Context: an optimization exercise on an open-source flow, tuned for small area and a short achievable clock period. The choices shown serve that exercise and are no tape-out recipe.
RTL that was checked went through simulation tests only; none was proved equivalent to the original.
Power figures rest on the tool's default switching activity, not on a simulated workload.

## PE
module PE(
    input wire CLK,
    input wire RESET,
    input wire EN,
    input wire SELECTOR,
    input wire W_EN,
    input wire signed [7:0] active_left,
    output reg signed [7:0] active_right,
    input wire signed [15:0] in_sum,
    output reg signed [15:0] out_sum,
    input wire signed [7:0] in_weight_above,
    output wire signed [7:0] out_weight_below
    );
Settings: LEC_CHECK=0, CAP_MARGIN=20, CORE_MARGIN=2, CORE_UTILIZATION=65, GPL_TIMING_DRIVEN=0, SETUP_SLACK_MARGIN=0.5, SLEW_MARGIN=20, SYNTH_HIERARCHICAL=1; clock period 5.5 ns.
standard.sh (not shown) runs the stock make flow with config.mk's settings and CLKGATE_MAP_FILE= SYNTH_SCRIPT=/design/flow/synth_recipe.tcl, a recipe that flattens the netlist after the stock synthesis.
==> flow/flow/run.sh <==
#!/bin/bash
# Standard layout with two changes: the port buffers are the smallest buffer
# cell, and clock tree synthesis inserts no dummy loads.
set -euo pipefail
export BUFFER_PORTS_ARGS="-buffer_cell sky130_fd_sc_hd__buf_1"
export CTS_ARGS="-sink_clustering_enable -repair_clock_nets -dont_use_dummy_load"
bash standard.sh finish > flow_standard.log 2>&1
The starting point produced a clean layout.
Then changed:
--- a/flow/design.v
+++ b/flow/design.v
@@ -375,37 +375,41 @@
     wire G263 = g8 | (p8 & g7);
     wire P264 = p8 & p7;
     wire G265 = g10 | (p10 & g9);
     wire P266 = p10 & p9;
     wire G267 = g12 | (p12 & g11);
     wire P268 = p12 & p11;
     wire G269 = g14 | (p14 & g13);
     wire P270 = p14 & p13;
-    wire G271 = G263 | (P264 & G262);
-    wire G272 = G267 | (P268 & G265);
-    wire P273 = P268 & P266;
-    wire G274 = G272 | (P273 & G271);
-    wire G275 = G265 | (P266 & G271);
-    wire G276 = G269 | (P270 & G274);
-    wire G277 = g7 | (p7 & G262);
-    wire G278 = g9 | (p9 & G271);
-    wire G279 = g11 | (p11 & G275);
-    wire G280 = g13 | (p13 & G274);
-    wire G281 = g15 | (p15 & G276);
-    pe_xor2 u_x282 (.a(p6), .b(rc250), .y(sum[6]));
-    pe_xor2 u_x283 (.a(p7), .b(G262), .y(sum[7]));
-    pe_xor2 u_x284 (.a(p8), .b(G277), .y(sum[8]));
-    pe_xor2 u_x285 (.a(p9), .b(G271), .y(sum[9]));
-    pe_xor2 u_x286 (.a(p10), .b(G278), .y(sum[10]));
-    pe_xor2 u_x287 (.a(p11), .b(G275), .y(sum[11]));
-    pe_xor2 u_x288 (.a(p12), .b(G279), .y(sum[12]));
-    pe_xor2 u_x289 (.a(p13), .b(G274), .y(sum[13]));
-    pe_xor2 u_x290 (.a(p14), .b(G280), .y(sum[14]));
-    pe_xnor2 u_x291 (.a(p15), .b(G276), .y(sum[15]));
+    wire G271 = g7 | (p7 & G262);
+    wire G272 = G263 | (P264 & G262);
+    wire G273 = g11 | (p11 & G265);
+    wire P274 = p11 & P266;
+    wire G275 = G267 | (P268 & G265);
+    wire P276 = P268 & P266;
+    wire G277 = g15 | (p15 & G269);
+    wire P278 = p15 & P270;
+    wire G279 = g9 | (p9 & G272);
+    wire G280 = G265 | (P266 & G272);
+    wire G281 = G273 | (P274 & G272);
+    wire G282 = G275 | (P276 & G272);
+    wire G283 = g13 | (p13 & G282);
+    wire G284 = G269 | (P270 & G282);
+    wire G285 = G277 | (P278 & G282);
+    pe_xor2 u_x286 (.a(p6), .b(rc250), .y(sum[6]));
+    pe_xor2 u_x287 (.a(p7), .b(G262), .y(sum[7]));
+    pe_xor2 u_x288 (.a(p8), .b(G271), .y(sum[8]));
+    pe_xor2 u_x289 (.a(p9), .b(G272), .y(sum[9]));
+    pe_xor2 u_x290 (.a(p10), .b(G279), .y(sum[10]));
+    pe_xor2 u_x291 (.a(p11), .b(G280), .y(sum[11]));
+    pe_xor2 u_x292 (.a(p12), .b(G281), .y(sum[12]));
+    pe_xor2 u_x293 (.a(p13), .b(G282), .y(sum[13]));
+    pe_xor2 u_x294 (.a(p14), .b(G283), .y(sum[14]));
+    pe_xnor2 u_x295 (.a(p15), .b(G284), .y(sum[15]));
     always @(negedge RESET or posedge CLK) begin
         if (~RESET) begin
             out_sum <= 0;
             active_right <= 0;
             weight_1 <= 0;
             weight_2 <= 0;
         end else begin
             out_sum <= sum;
Worst hold slack is about the same; design area hardly moves; sequential power went up slightly; setup slack is worse by 0.030 ns; first-iteration DRC count falls by a little under a tenth; routed wire length went up by a few percent; core utilization goes up by 0.12 points; die area stays the same; synthesized area does not change; register-to-register slack degrades by 0.04 ns; sequential cell count does not change; via count stays flat.
No functional check of the RTL was part of any run of this note.

* * *

## v6
Another version of the RTL of PE (not shown whole).
For scale: ~300 cells after synthesis, about 40 flip-flops, about 69 I/O pins.
Settings: LEC_CHECK=0, CAP_MARGIN=20, CORE_MARGIN=2, CORE_UTILIZATION=65, GPL_TIMING_DRIVEN=0, SETUP_SLACK_MARGIN=0.7, SLEW_MARGIN=20, SYNTH_HIERARCHICAL=1; clock period 5.5 ns.
Scripts as last shown in full above: flow/flow/run.sh
v6 completed; timing, DRC and antenna clean
Here is what was changed in the inputs of v7 compared with v6.
--- a/flow/design.v
+++ b/flow/design.v
@@ -9,15 +9,18 @@
     input wire signed [15:0] in_sum,
     output reg signed [15:0] out_sum,
     input wire signed [7:0] in_weight_above,
     output wire signed [7:0] out_weight_below
     );
     reg signed [7:0] weight_1;
     reg signed [7:0] weight_2;
-    wire en_n = ~EN;
+    wire en_n, en_n_lo, en_n_hi;
+    pe_inv u_enn (.a(EN), .y(en_n));
+    pe_inv u_ennl (.a(EN), .y(en_n_lo));
+    pe_inv u_ennh (.a(EN), .y(en_n_hi));
     wire sel_n = ~SELECTOR;
     wire ld1 = EN & W_EN & SELECTOR;
     wire ld2 = EN & W_EN & ~SELECTOR;
     wire ld1_n = ~ld1;
     wire ld2_n = ~ld2;
     wire [7:0] w_n, a_n, ar_d, w1_d, w2_d, wb;
     wire [15:0] s_in;
@@ -27,15 +30,15 @@
         pe_nand2 u_an (.a(active_left[gi]), .b(EN), .y(a_n[gi]));
         pe_ao22 u_ar (.a1(EN), .a2(active_left[gi]), .b1(en_n), .b2(active_right[gi]), .x(ar_d[gi]));
         pe_ao22 u_w1 (.a1(ld1), .a2(in_weight_above[gi]), .b1(ld1_n), .b2(weight_1[gi]), .x(w1_d[gi]));
         pe_ao22 u_w2 (.a1(ld2), .a2(in_weight_above[gi]), .b1(ld2_n), .b2(weight_2[gi]), .x(w2_d[gi]));
         pe_ao22 u_wb (.a1(SELECTOR), .a2(weight_1[gi]), .b1(sel_n), .b2(weight_2[gi]), .x(wb[gi]));
     end endgenerate
     generate for (gi = 0; gi < 16; gi = gi + 1) begin : sum_sel
-        pe_ao22 u_si (.a1(EN), .a2(in_sum[gi]), .b1(en_n), .b2(out_sum[gi]), .x(s_in[gi]));
+        pe_ao22 u_si (.a1(EN), .a2(in_sum[gi]), .b1(gi < 8 ? en_n_lo : en_n_hi), .b2(out_sum[gi]), .x(s_in[gi]));
     end endgenerate
     wire [7:0] w_nb;
     generate for (gi = 0; gi < 8; gi = gi + 1) begin : wdup
         pe_mux2i u_wnb (.s(SELECTOR), .a1(weight_2[gi]), .a0(weight_1[gi]), .y(w_nb[gi]));
     end endgenerate
     wire pp_0_0;
     pe_nor2 u_x1 (.a(w_n[0]), .b(a_n[0]), .y(pp_0_0));
@@ -434,14 +437,17 @@
 endmodule
 module pe_ao22(input wire a1, input wire a2, input wire b1, input wire b2, output wire x);
     assign x = (a1 & a2) | (b1 & b2);
 endmodule
 module pe_mux2i(input wire s, input wire a1, input wire a0, output wire y);
     assign y = ~(s ? a1 : a0);
 endmodule
+module pe_inv(input wire a, output wire y);
+    assign y = ~a;
+endmodule
 module pe_nand2(input wire a, input wire b, output wire y);
     assign y = ~(a & b);
 endmodule
 module pe_nor2(input wire a, input wire b, output wire y);
     assign y = ~(a | b);
 endmodule
 module pe_or2(input wire a, input wire b, output wire y);
Notes after the runs:
- Reported for v7 and v6, number of buffers on the longest clock path turned out identical to the last digit.
- Diff v6 -> v7 | cell area | increase of 30 sq um
- Of v7 and v6, it is v7 that has the higher final hold slack.
- Summary of the comparison: placed instance count is higher in v7, relative to v6.
- Total global-route track usage: lower on v7
- On routed wire length, v7 tracks v6 almost exactly.
- [v7] utilization rose 0.58 points relative to v6
- Going from v6 to v7, arrival time at the worst endpoint lost 0.02 ns, global routing met2 resource utilization now smaller, final routed DRC violation total neither gained nor lost much.
- The clock skew on v7 is in line with that on v6.
- Between v7 and v6, the maximum clock frequency figures differ only marginally.
Function not checked in v7: the RTL went through the layout flow alone.

* * *

Another version of the RTL of PE (not shown whole).
Size: about 310 cells after synthesis, roughly 40 flip-flops, ~69 I/O pins.
// PE
module PE(
    input wire CLK,
    input wire RESET,
    input wire EN,
    input wire SELECTOR,
    input wire W_EN,
    input wire signed [7:0] active_left,
    output reg signed [7:0] active_right,
    input wire signed [15:0] in_sum,
    output reg signed [15:0] out_sum,
    input wire signed [7:0] in_weight_above,
    output wire signed [7:0] out_weight_below
    );
    reg signed [7:0] weight_1;
    reg signed [7:0] weight_2;
    wire sel2 = EN & SELECTOR;
    wire sel1 = EN & ~SELECTOR;
    wire [7:0] w_use = ({8{sel2}} & weight_2) | ({8{sel1}} & weight_1);
    wire [15:0] s_in = EN ? in_sum : out_sum;
    wire pp_0_0 = w_use[0] & active_left[0];
    wire pp_0_1 = w_use[0] & active_left[1];
    wire pp_0_2 = w_use[0] & active_left[2];
    wire pp_0_3 = w_use[0] & active_left[3];
    wire pp_0_4 = w_use[0] & active_left[4];
    wire pp_0_5 = w_use[0] & active_left[5];
    wire pp_0_6 = w_use[0] & active_left[6];
    wire pp_0_7 = ~(w_use[0] & active_left[7]);
    wire pp_1_0 = w_use[1] & active_left[0];
    wire pp_1_1 = w_use[1] & active_left[1];
    wire pp_1_2 = w_use[1] & active_left[2];
  ...
clock: 5.5 ns
lec_check: 0
cap_margin: 20
core_margin: 2
core_utilization: 40
setup_slack_margin: 0.5
slew_margin: 20
run.sh (not shown) runs the stock make flow with config.mk's settings and CLKGATE_MAP_FILE= SYNTH_SCRIPT=/design/flow/synth_recipe.tcl, a recipe that flattens the netlist after the stock synthesis.
Stock flow here: none of the scripts above is used.
The first run finished but failed the layout checks on setup timing.
Then changed:
--- a/flow/design.v
+++ b/flow/design.v
@@ -186,31 +186,25 @@
     wire s103, c104;
     assign {c104, s103} = s_in[12] + c94 + s101;
     wire s105, c106;
     assign {c106, s105} = c96 + s103 + c98;
     wire s107, c108;
     assign {c108, s107} = pp_6_7 + pp_7_6 + s_in[13];
     wire s109, c110;
     assign {c110, s109} = c102 + s107 + c104;
     wire s111, c112;
     assign {c112, s111} = pp_7_7 + s_in[14] + c108;
     wire [15:0] rx = {s_in[15], c110, c106, c100, c92, c82, c70, c56, s55, s41, s29, s19, s11, s5, s1, pp_0_0};
     wire [15:0] ry = {c112, s111, s109, s105, s99, s91, s81, s69, 1'b0, 1'b0, 1'b0, 1'b0, 1'b0, 1'b0, 1'b0, s_in[0]};
-    wire [16:0] rc;
-    wire [15:0] rs;
-    assign rc[0] = 1'b0;
-    genvar g;
-    generate for (g = 0; g < 16; g = g + 1) begin : rca
-        assign {rc[g+1], rs[g]} = rx[g] + ry[g] + rc[g];
-    end endgenerate
+    wire [15:0] rs = rx + ry;
     wire [15:0] sum = rs ^ 16'h8000;
     always @(negedge RESET or posedge CLK) begin
         if (~RESET) begin
             out_sum <= 0;
             active_right <= 0;
             weight_1 <= 0;
             weight_2 <= 0;
         end else begin
             out_sum <= sum;
             if (EN) active_right <= active_left;
             if (EN & W_EN &  SELECTOR) weight_1 <= in_weight_above;
             if (EN & W_EN & ~SELECTOR) weight_2 <= in_weight_above;
Effect:
- This time the run finished with timing, DRC and antenna clean
- cell area is higher by 5.9%
- wire length rises by 9.9%
- critical path depth shrinks by 5
- worst hold slack is worse by 15 ps
- total power rises by 60%
No functional check of the RTL was part of the first run of this note.

* * *

north:
PE, a different RTL version from the one above (not shown whole).
Size in the first run: about 290 cells after synthesis, ~40 flip-flops, roughly 3400 µm² of cells after synthesis.
Design PE, start of the top module:
module PE(
    input wire CLK,
    input wire RESET,
    input wire EN,
    input wire SELECTOR,
    input wire W_EN,
    input wire signed [7:0] active_left,
    output reg signed [7:0] active_right,
    input wire signed [15:0] in_sum,
    output reg signed [15:0] out_sum,
    input wire signed [7:0] in_weight_above,
    output wire signed [7:0] out_weight_below
    );
Settings: LEC_CHECK=0, CAP_MARGIN=20, CORE_MARGIN=2, CORE_UTILIZATION=65, GPL_TIMING_DRIVEN=0, SETUP_SLACK_MARGIN=0.5, SLEW_MARGIN=20, SYNTH_HIERARCHICAL=1; clock period 5.5 ns.
standard.sh (not shown) runs the stock make flow with config.mk's settings and CLKGATE_MAP_FILE= SYNTH_SCRIPT=/design/flow/synth_recipe.tcl, a recipe that flattens the netlist after the stock synthesis.
Scripts as last shown in full above: flow/flow/run.sh
The following lists how south was set up differently from north:
--- a/flow/design.v
+++ b/flow/design.v
@@ -373,47 +373,53 @@
     wire G259 = g6 | (p6 & g5);
     wire P260 = p6 & p5;
     wire G261 = g8 | (p8 & g7);
     wire P262 = p8 & p7;
     wire G263 = g10 | (p10 & g9);
     wire P264 = p10 & p9;
     wire G265 = g12 | (p12 & g11);
     wire P266 = p12 & p11;
     wire G267 = g14 | (p14 & g13);
     wire P268 = p14 & p13;
-    wire G269 = G259 | (P260 & G258);
-    wire G270 = G263 | (P264 & G261);
-    wire P271 = P264 & P262;
-    wire G272 = G267 | (P268 & G265);
-    wire P273 = P268 & P266;
-    wire G274 = G270 | (P271 & G269);
-    wire G275 = G272 | (P273 & G274);
-    wire G276 = G261 | (P262 & G269);
-    wire G277 = G265 | (P266 & G274);
-    wire G278 = g5 | (p5 & G258);
-    wire G279 = g7 | (p7 & G269);
-    wire G280 = g9 | (p9 & G276);
-    wire G281 = g11 | (p11 & G274);
-    wire G282 = g13 | (p13 & G277);
-    wire G283 = g15 | (p15 & G275);
-    pe_xor2 u_x284 (.a(p4), .b(rc244), .y(sum[4]));
-    pe_xor2 u_x285 (.a(p5), .b(G258), .y(sum[5]));
-    pe_xor2 u_x286 (.a(p6), .b(G278), .y(sum[6]));
-    pe_xor2 u_x287 (.a(p7), .b(G269), .y(sum[7]));
-    pe_xor2 u_x288 (.a(p8), .b(G279), .y(sum[8]));
-    pe_xor2 u_x289 (.a(p9), .b(G276), .y(sum[9]));
-    pe_xor2 u_x290 (.a(p10), .b(G280), .y(sum[10]));
-    pe_xor2 u_x291 (.a(p11), .b(G274), .y(sum[11]));
-    pe_xor2 u_x292 (.a(p12), .b(G281), .y(sum[12]));
-    pe_xor2 u_x293 (.a(p13), .b(G277), .y(sum[13]));
-    pe_xor2 u_x294 (.a(p14), .b(G282), .y(sum[14]));
-    pe_xnor2 u_x295 (.a(p15), .b(G275), .y(sum[15]));
+    wire G269 = g5 | (p5 & G258);
+    wire G270 = G259 | (P260 & G258);
+    wire G271 = g9 | (p9 & G261);
+    wire P272 = p9 & P262;
+    wire G273 = G263 | (P264 & G261);
+    wire P274 = P264 & P262;
+    wire G275 = g13 | (p13 & G265);
+    wire P276 = p13 & P266;
+    wire G277 = G267 | (P268 & G265);
+    wire P278 = P268 & P266;
+    wire G279 = g7 | (p7 & G270);
+    wire G280 = G261 | (P262 & G270);
+    wire G281 = G271 | (P272 & G270);
+    wire G282 = G273 | (P274 & G270);
+    wire G283 = g15 | (p15 & G277);
+    wire P284 = p15 & P278;
+    wire G285 = g11 | (p11 & G282);
+    wire G286 = G265 | (P266 & G282);
+    wire G287 = G275 | (P276 & G282);
+    wire G288 = G277 | (P278 & G282);
+    wire G289 = G283 | (P284 & G282);
+    pe_xor2 u_x290 (.a(p4), .b(rc244), .y(sum[4]));
+    pe_xor2 u_x291 (.a(p5), .b(G258), .y(sum[5]));
+    pe_xor2 u_x292 (.a(p6), .b(G269), .y(sum[6]));
+    pe_xor2 u_x293 (.a(p7), .b(G270), .y(sum[7]));
+    pe_xor2 u_x294 (.a(p8), .b(G279), .y(sum[8]));
+    pe_xor2 u_x295 (.a(p9), .b(G280), .y(sum[9]));
+    pe_xor2 u_x296 (.a(p10), .b(G281), .y(sum[10]));
+    pe_xor2 u_x297 (.a(p11), .b(G282), .y(sum[11]));
+    pe_xor2 u_x298 (.a(p12), .b(G285), .y(sum[12]));
+    pe_xor2 u_x299 (.a(p13), .b(G286), .y(sum[13]));
+    pe_xor2 u_x300 (.a(p14), .b(G287), .y(sum[14]));
+    pe_xnor2 u_x301 (.a(p15), .b(G288), .y(sum[15]));
     always @(negedge RESET or posedge CLK) begin
         if (~RESET) begin
             out_sum <= 0;
             active_right <= 0;
             weight_1 <= 0;
             weight_2 <= 0;
         end else begin
             out_sum <= sum;
             active_right <= ar_d;
             weight_1 <= w1_d;
--- outcome ---
Comparing north and south, the higher worst hold slack is on south.
south completed; timing, DRC and antenna clean
Sequential share of layout area ends up lower on south.
Compared with north, south shows aggregate routed wire length lower by about 0.35%.
Compared with north, in south setup slack saw a decrease; final period utilization higher; first-pass GRT wire length fell 3.2%.
north and south ended up with nearly the same number of tapcells.
Part of the total power dissipated in combinational logic was lower in north than in south.
No functional check of the RTL was part of north.

## port drivers added, routing unchanged
Ports are ideal in the flow. The routed layouts listed here were re-timed in OpenROAD. Step 1 assumes that a clkbuf_16 drives the clock port and a buf_2 every other input. Step 2 moves the port delays by t, midway between the first and last clock arrival at a register: inputs arrive t later, outputs are due t later. That takes back most of the time a late clock gives input paths. a / b / c = no drivers / after step 1 / after step 2; a / b = the first two.
run | t (ns) | slack for setup (ns) | worst hold slack (ns) | latest minus earliest clock arrival (ns)
the first run of note 1 | 0.317 | 0.634 / 0.593 / 0.277 | 0.501 / 0.501 / 0.501 | 0.020 / 0.021
the second run of note 1 | 0.314 | 0.604 / 0.564 / 0.250 | 0.500 / 0.500 / 0.500 | 0.017 / 0.017
v6 | 0.312 | 0.808 / 0.768 / 0.455 | 0.500 / 0.500 / 0.500 | 0.013 / 0.013
v7 | 0.324 | 0.813 / 0.767 / 0.443 | 0.504 / 0.504 / 0.504 | 0.017 / 0.017
the first run of note 3 | 0.342 | -1.473 / -1.481 / -1.823 | 0.528 / 0.528 / 0.528 | 0.009 / 0.009
the second run of note 3 | 0.334 | 0.179 / 0.179 / -0.155 | 0.513 / 0.513 / 0.513 | 0.010 / 0.010
north | 0.316 | 0.734 / 0.709 / 0.393 | 0.497 / 0.497 / 0.497 | 0.019 / 0.018
south | 0.316 | 0.659 / 0.623 / 0.307 | 0.501 / 0.501 / 0.501 | 0.019 / 0.020
With both steps, setup timing fails in the second run of note 3, where it was met with ideal ports. For v7, which loses most, drivers alone change the setup slack by -0.046 ns; drivers and shift together by -0.370 ns.
